Source: an optimization exercise on an open RTL-to-GDS flow (aim: small area, a short achievable clock period and few clock cycles per item). Production flows keep margins and buffers that such runs may drop. Function was checked by simulation only, so behaviour that the tests miss may differ from the original. Power is estimated from default activity; no workload was simulated.

## calculator
module calculator(
    input  wire        clk,
    input  wire        rst_n,
    input  wire        start,
    input  wire [1:0]  op,
    input  wire [15:0] a,
    input  wire [15:0] b,
    output wire [15:0] result,
    output reg         overflow,
    output reg         done,
    output reg         error
);
reg  [15:0] X, Y, R;
reg  [4:0]  cnt;         
reg  [1:0]  opr;         
reg         sel_q;       
wire is_mul = (opr == 2'b10);
wire is_div = (opr == 2'b11);
wire subtr  = opr[0];
wire addsub = ~opr[1];
wire [16:0] A = {R, Y[15] & ~is_mul};
wire [17:0] T;
pfx_add #(.W(17)) u_add (.a(A), .b({subtr, X}), .ci(subtr), .s(T[16:0]), .co(T[17]));
wire        cy = T[17];                  
wire [15:0] v = {R[11:0], Y[15:12]};
wire [15:0] top_x;
genvar gi;
generate
    for (gi = 0; gi < 16; gi = gi + 1) begin : tx
        if (gi == 15) begin : t
            assign top_x[gi] = 1'b1;
        end else begin : n
            assign top_x[gi] = &X[15:gi+1];
        end
    end
endgenerate
wire cnt_ge4  = |cnt[4:2];
wire skip_mul = cnt_ge4 & is_mul & (Y[15:12] == 4'd0);
wire skip_div = cnt_ge4 & is_div & (R[15:12] == 4'd0) & ~|(v & top_x);
wire skip     = skip_mul | skip_div;
wire use_t = addsub | (is_mul & Y[15]) | (is_div & cy);
wire q     = is_div & cy;
wire [4:0] cnt_m1 = cnt - 5'd1;
wire [4:0] cnt_m4 = cnt - 5'd4;
wire last = skip ? (cnt == 5'd4) : (cnt == 5'd1);
wire busy = |cnt;
wire b_zero    = (b == 16'd0);
wire st_div    = (op == 2'b11);
wire st_addsub = ~op[1];
wire ov_as  = busy & addsub;
wire ov_m   = busy & is_mul;
wire a15    = R[14];
wire ov_next = (overflow & ~ov_as)
             | (ov_m & (R[15] | (skip_mul & |R[14:12])))
             | (ov_m & ~skip_mul & Y[15] & T[16])
             | (ov_as & (a15 == X[15]) & (T[15] ^ a15));
always @(posedge clk) begin
    opr <= op;
    if (start) begin
        X      <= op[0] ? ~b : b;
        Y      <= {st_addsub ? a[0] : a[15], a[14:0]};
        R      <= st_addsub ? {1'b0, a[15:1]} : 16'd0;
        error  <= st_div & b_zero;
  ...
==> flow/config.mk <==
export PLATFORM = sky130hd
export DESIGN_NAME = calculator
export DESIGN_NICKNAME = calculator
export VERILOG_FILES = /design/flow/design.v
export SDC_FILE = /design/flow/constraint.sdc
export NUM_CORES = 4
export LEC_CHECK = 0
export ABC_AREA = 1
export CAP_MARGIN = 10
export CORE_MARGIN = 2
export CORE_UTILIZATION = 50
export SETUP_SLACK_MARGIN = 1.6
export SLEW_MARGIN = 10
==> flow/constraint.sdc <==
create_clock -name core_clock -period 4.0 [get_ports {clk}]
set_input_delay 0.8000 -clock core_clock [delete_from_list [all_inputs] [get_ports {clk}]]
set_output_delay 0.8000 -clock core_clock [all_outputs]
set_load 0.01 [all_outputs]
standard.sh (not shown) runs the stock make flow with config.mk's settings and CLKGATE_MAP_FILE= SYNTH_SCRIPT=/design/flow/synth_recipe.tcl, a recipe that flattens the netlist after the stock synthesis.
==> flow/flow/run.sh <==
#!/bin/bash
# Own layout flow: the standard ORFS layout (standard.sh), with the port
# buffers that global placement inserts made plain buffers
# (sky130_fd_sc_hd__buf_1) instead of the delay cell buffer_ports picks by
# default. Every input and output port still gets its own buffer.
# Full tool output goes to flow.log in the work folder; ORFS's per-step logs
# stay under orfs/logs/.
set -euo pipefail
cd "$(dirname "$0")/.."
bash standard.sh "BUFFER_PORTS_ARGS=-buffer_cell sky130_fd_sc_hd__buf_1" finish > flow.log 2>&1
Testbench counts at the start, summed over its fixed seeds: cycles 20,242, ops 3,200.
Change:
CAP_MARGIN = 20   (was 10)
CORE_UTILIZATION = 45   (was 50)
SLEW_MARGIN = 20   (was 10)
TNS_END_PERCENT = 20   (was default)
- The new run finished with timing, DRC and antenna clean
- count of clock-buffer cells in the layout stays the same
- power shrinks by about 0.5%
- utilization decreases by 6.8 points
- sequential share of layout area went up by 0.31 points
- area after synthesis is unchanged
- cell count is higher by about 2.2%
- clock skew rose by 0.0063 ns
- global-route usage falls by 1.1 points
Change:
CORE_UTILIZATION = 50   (was 45)
SETUP_SLACK_MARGIN = 1.7   (was 1.6)
TNS_END_PERCENT = 5   (was 20)
Result: The new run went through all stages and came out clean; non-clock buffer count increases by 10; hold slack improves by 0.019 ns; synthesized area does not change; wire length hardly moves; power increases by 3.6%; worst setup slack improves by 0.084 ns; count of clock-buffer cells in the layout does not change; design area increases by about 4.5%.
Change:
CORE_UTILIZATION = 55   (was 50)
SETUP_SLACK_MARGIN = 1.65   (was 1.7)
TNS_END_PERCENT = default   (was 5)
The new run went through all stages and came out clean.
Wire length is lower by 1.1%.
Cell area goes down by 1.9%.
First-iteration DRC count rises by 14%.


Setup of exp/maple:
The RTL this note starts from:
==> flow/design.v <==
module calculator(
    input  wire        clk,
    input  wire        rst_n,
    input  wire        start,
    input  wire [1:0]  op,
    input  wire [15:0] a,
    input  wire [15:0] b,
    output wire [15:0] result,
    output reg         overflow,
    output reg         done,
    output reg         error
);
reg  [15:0] X, Y, R;
reg  [4:0]  cnt;         
reg  [1:0]  opr;         
reg         sel_q;       
wire is_mul = (opr == 2'b10);
wire is_div = (opr == 2'b11);
wire subtr  = opr[0];
wire addsub = ~opr[1];
wire [16:0] A = {R, Y[15] & ~is_mul};
wire [17:0] T;
pfx_add #(.W(17)) u_add (.a(A), .b({subtr, X}), .ci(subtr), .s(T[16:0]), .co(T[17]));
wire        cy = T[17];                  
wire [15:0] v = {R[11:0], Y[15:12]};
wire [15:0] top_x;
genvar gi;
generate
    for (gi = 0; gi < 16; gi = gi + 1) begin : tx
        if (gi == 15) begin : t
            assign top_x[gi] = 1'b1;
        end else begin : n
            assign top_x[gi] = &X[15:gi+1];
        end
    end
endgenerate
wire cnt_ge4  = |cnt[4:2];
wire skip_mul = cnt_ge4 & is_mul & (Y[15:12] == 4'd0);
wire skip_div = cnt_ge4 & is_div & (R[15:12] == 4'd0) & ~|(v & top_x);
wire skip     = skip_mul | skip_div;
wire use_t = addsub | (is_mul & Y[15]) | (is_div & cy);
wire q     = is_div & cy;
wire [4:0] cnt_m1 = cnt - 5'd1;
wire [4:0] cnt_m4 = cnt - 5'd4;
wire last = skip ? (cnt == 5'd4) : (cnt == 5'd1);
wire busy = |cnt;
wire b_zero    = (b == 16'd0);
wire st_div    = (op == 2'b11);
wire st_addsub = ~op[1];
wire ov_as  = busy & addsub;
wire ov_m   = busy & is_mul;
wire a15    = R[14];
wire ov_next = (overflow & ~ov_as)
             | (ov_m & (R[15] | (skip_mul & |R[14:12])))
             | (ov_m & ~skip_mul & Y[15] & T[16])
             | (ov_as & (a15 == X[15]) & (T[15] ^ a15));
always @(posedge clk) begin
    opr <= op;
    if (start) begin
        X      <= op[0] ? ~b : b;
        Y      <= {st_addsub ? a[0] : a[15], a[14:0]};
        R      <= st_addsub ? {1'b0, a[15:1]} : 16'd0;
        error  <= st_div & b_zero;
        sel_q  <= st_div & ~b_zero;
        overflow <= 1'b0;
    end else begin
        if (skip) begin
            R <= {R[11:0], Y[15:12]};
            Y <= {Y[11:0], 4'd0};
        end else begin
            R <= use_t ? T[15:0] : {R[14:0], Y[15]};
            Y <= {Y[14:0], q};
        end
        overflow <= ov_next;
    end
end
always @(posedge clk or negedge rst_n) begin
    if (!rst_n) begin
        cnt  <= 5'd0;
        done <= 1'b0;
    end else if (start) begin
        cnt  <= (st_div & b_zero) ? 5'd0 : (st_addsub ? 5'd1 : 5'd16);
        done <= st_div & b_zero;
    end else begin
        cnt  <= ~busy ? 5'd0 : (skip ? cnt_m4 : cnt_m1);
        done <= busy & last;
    end
end
assign result = sel_q ? Y : R;
endmodule
module pfx_add #(parameter W = 16) (
    input  wire [W-1:0] a,
    input  wire [W-1:0] b,
    input  wire         ci,
    output wire [W-1:0] s,
    output wire         co
);
    wire [W:0] g [0:5];
    wire [W:0] p [0:5];
    assign g[0] = {a & b, ci};
    assign p[0] = {a ^ b, 1'b0};
    genvar l, i;
    generate
        for (l = 0; l < 5; l = l + 1) begin : lvl
            for (i = 0; i <= W; i = i + 1) begin : bt
                if (i >= (1 << l)) begin : mg
                    assign g[l+1][i] = g[l][i] | (p[l][i] & g[l][i - (1 << l)]);
                    assign p[l+1][i] = p[l][i] & p[l][i - (1 << l)];
                end else begin : cp
                    assign g[l+1][i] = g[l][i];
                    assign p[l+1][i] = p[l][i];
                end
            end
        end
    endgenerate
    assign s  = p[0][W:1] ^ g[5][W-1:0];
    assign co = g[5][W];
endmodule
export LEC_CHECK = 0
export ABC_AREA = 1
export CAP_MARGIN = 20
export CORE_MARGIN = 2
export CORE_UTILIZATION = 50
export SETUP_SLACK_MARGIN = 1.75
export SLEW_MARGIN = 20
create_clock -name core_clock -period 4.0 [get_ports {clk}]
Scripts as last shown in full above: flow/flow/run.sh
Testbench counts of exp/maple, summed over its fixed seeds: cycles 20,242, ops 3,200.
Here is what was changed in the inputs of exp/zinc compared with exp/maple.
-- flow/config.mk --
<<< exp/maple, line 10
export CORE_MARGIN = 2
export CORE_UTILIZATION = 50
export SETUP_SLACK_MARGIN = 1.75
export SLEW_MARGIN = 20
>>> exp/zinc, line 10
export CORE_MARGIN = 2
export CORE_UTILIZATION = 50
export SETUP_SLACK_MARGIN = 1.6
export SLEW_MARGIN = 20
export TNS_END_PERCENT = 10
Notes after the runs:
Compared with exp/maple, exp/zinc instantiates a smaller number of standard cells.
Relative to exp/maple, fraction of the cycle the final worst path needs has increased by 1.5 points in exp/zinc.
exp/zinc against exp/maple: total wire length after detailed routing now smaller; routed length per placed instance now smaller; total area of multi-input combinational cells now smaller.


RTL: the design.v shown in full above, as it stands there.
Settings: LEC_CHECK=0, ABC_AREA=1, CAP_MARGIN=20, CORE_MARGIN=2, CORE_UTILIZATION=50, SETUP_SLACK_MARGIN=1.65, SLEW_MARGIN=20, TNS_END_PERCENT=10; clock period 4.0 ns.
Scripts as last shown in full above: flow/flow/run.sh
Testbench counts at the start, summed over its fixed seeds: cycles 20,242, ops 3,200.
Then changed:
SETUP_SLACK_MARGIN = 1.5   (was 1.65)
Outcome: The new run completed without violations. Hold slack barely changes. Wire length came out lower by a few percent. Power came out lower by a few percent.
Then changed:
GPL_ROUTABILITY_DRIVEN = 0   (was unset)
SETUP_SLACK_MARGIN = 1.6   (was 1.5)
TNS_END_PERCENT = unset   (was 10)
Effect:
- non-clock buffer count goes up by 8
- core utilization rose by 1.8 points
- die area stays the same
- combinational power increases by about 5%

[afterwards: timing with drivers on the ports]
No port has a modelled driver above. Below, the same layouts with a new extraction and two added sets of constraints. Step 1, drivers: a clkbuf_16 drives clk and a buf_2 each remaining input, both assumed. Step 2 moves the port delays by t, midway between the first and last clock arrival at a register: inputs arrive t later, outputs are due t later. That takes back most of the time a late clock gives input paths. Slacks: ideal ports / drivers / drivers and shift; pairs: ideal ports / drivers.
| run | t (ns) | setup slack, ns | hold slack, ns | worst setup path after step 2 | cell pins on the clock port's net |
|---|---|---|---|---|---|
| the first run of note 1 | 0.371 | 1.759 / 1.759 / 1.577 | 0.317 / 0.306 / 0.515 | input to register | 1 |
| the second run of note 1 | 0.382 | 1.704 / 1.704 / 1.600 | 0.300 / 0.290 / 0.516 | input to register | 1 |
| the third run of note 1 | 0.368 | 1.789 / 1.756 / 1.577 | 0.319 / 0.308 / 0.515 | input to register | 1 |
| the fourth run of note 1 | 0.373 | 1.718 / 1.718 / 1.718 | 0.306 / 0.297 / 0.516 | register to register | 1 |
| exp/maple | 0.373 | 1.830 / 1.797 / 1.594 | 0.317 / 0.305 / 0.517 | input to register | 1 |
| exp/zinc | 0.367 | 1.769 / 1.757 / 1.580 | 0.319 / 0.308 / 0.511 | input to register | 1 |
| the first run of note 3 | 0.368 | 1.761 / 1.744 / 1.586 | 0.318 / 0.308 / 0.516 | input to register | 1 |
| the second run of note 3 | 0.372 | 1.591 / 1.591 / 1.527 | 0.316 / 0.306 / 0.515 | input to register | 1 |
| the third run of note 3 | 0.372 | 1.744 / 1.714 / 1.615 | 0.315 / 0.304 / 0.529 | input to register | 1 |
After both steps setup and hold are still met in every run listed. The setup slack of exp/maple, which loses most, moves by -0.033 ns with the drivers and by -0.236 ns with both steps.
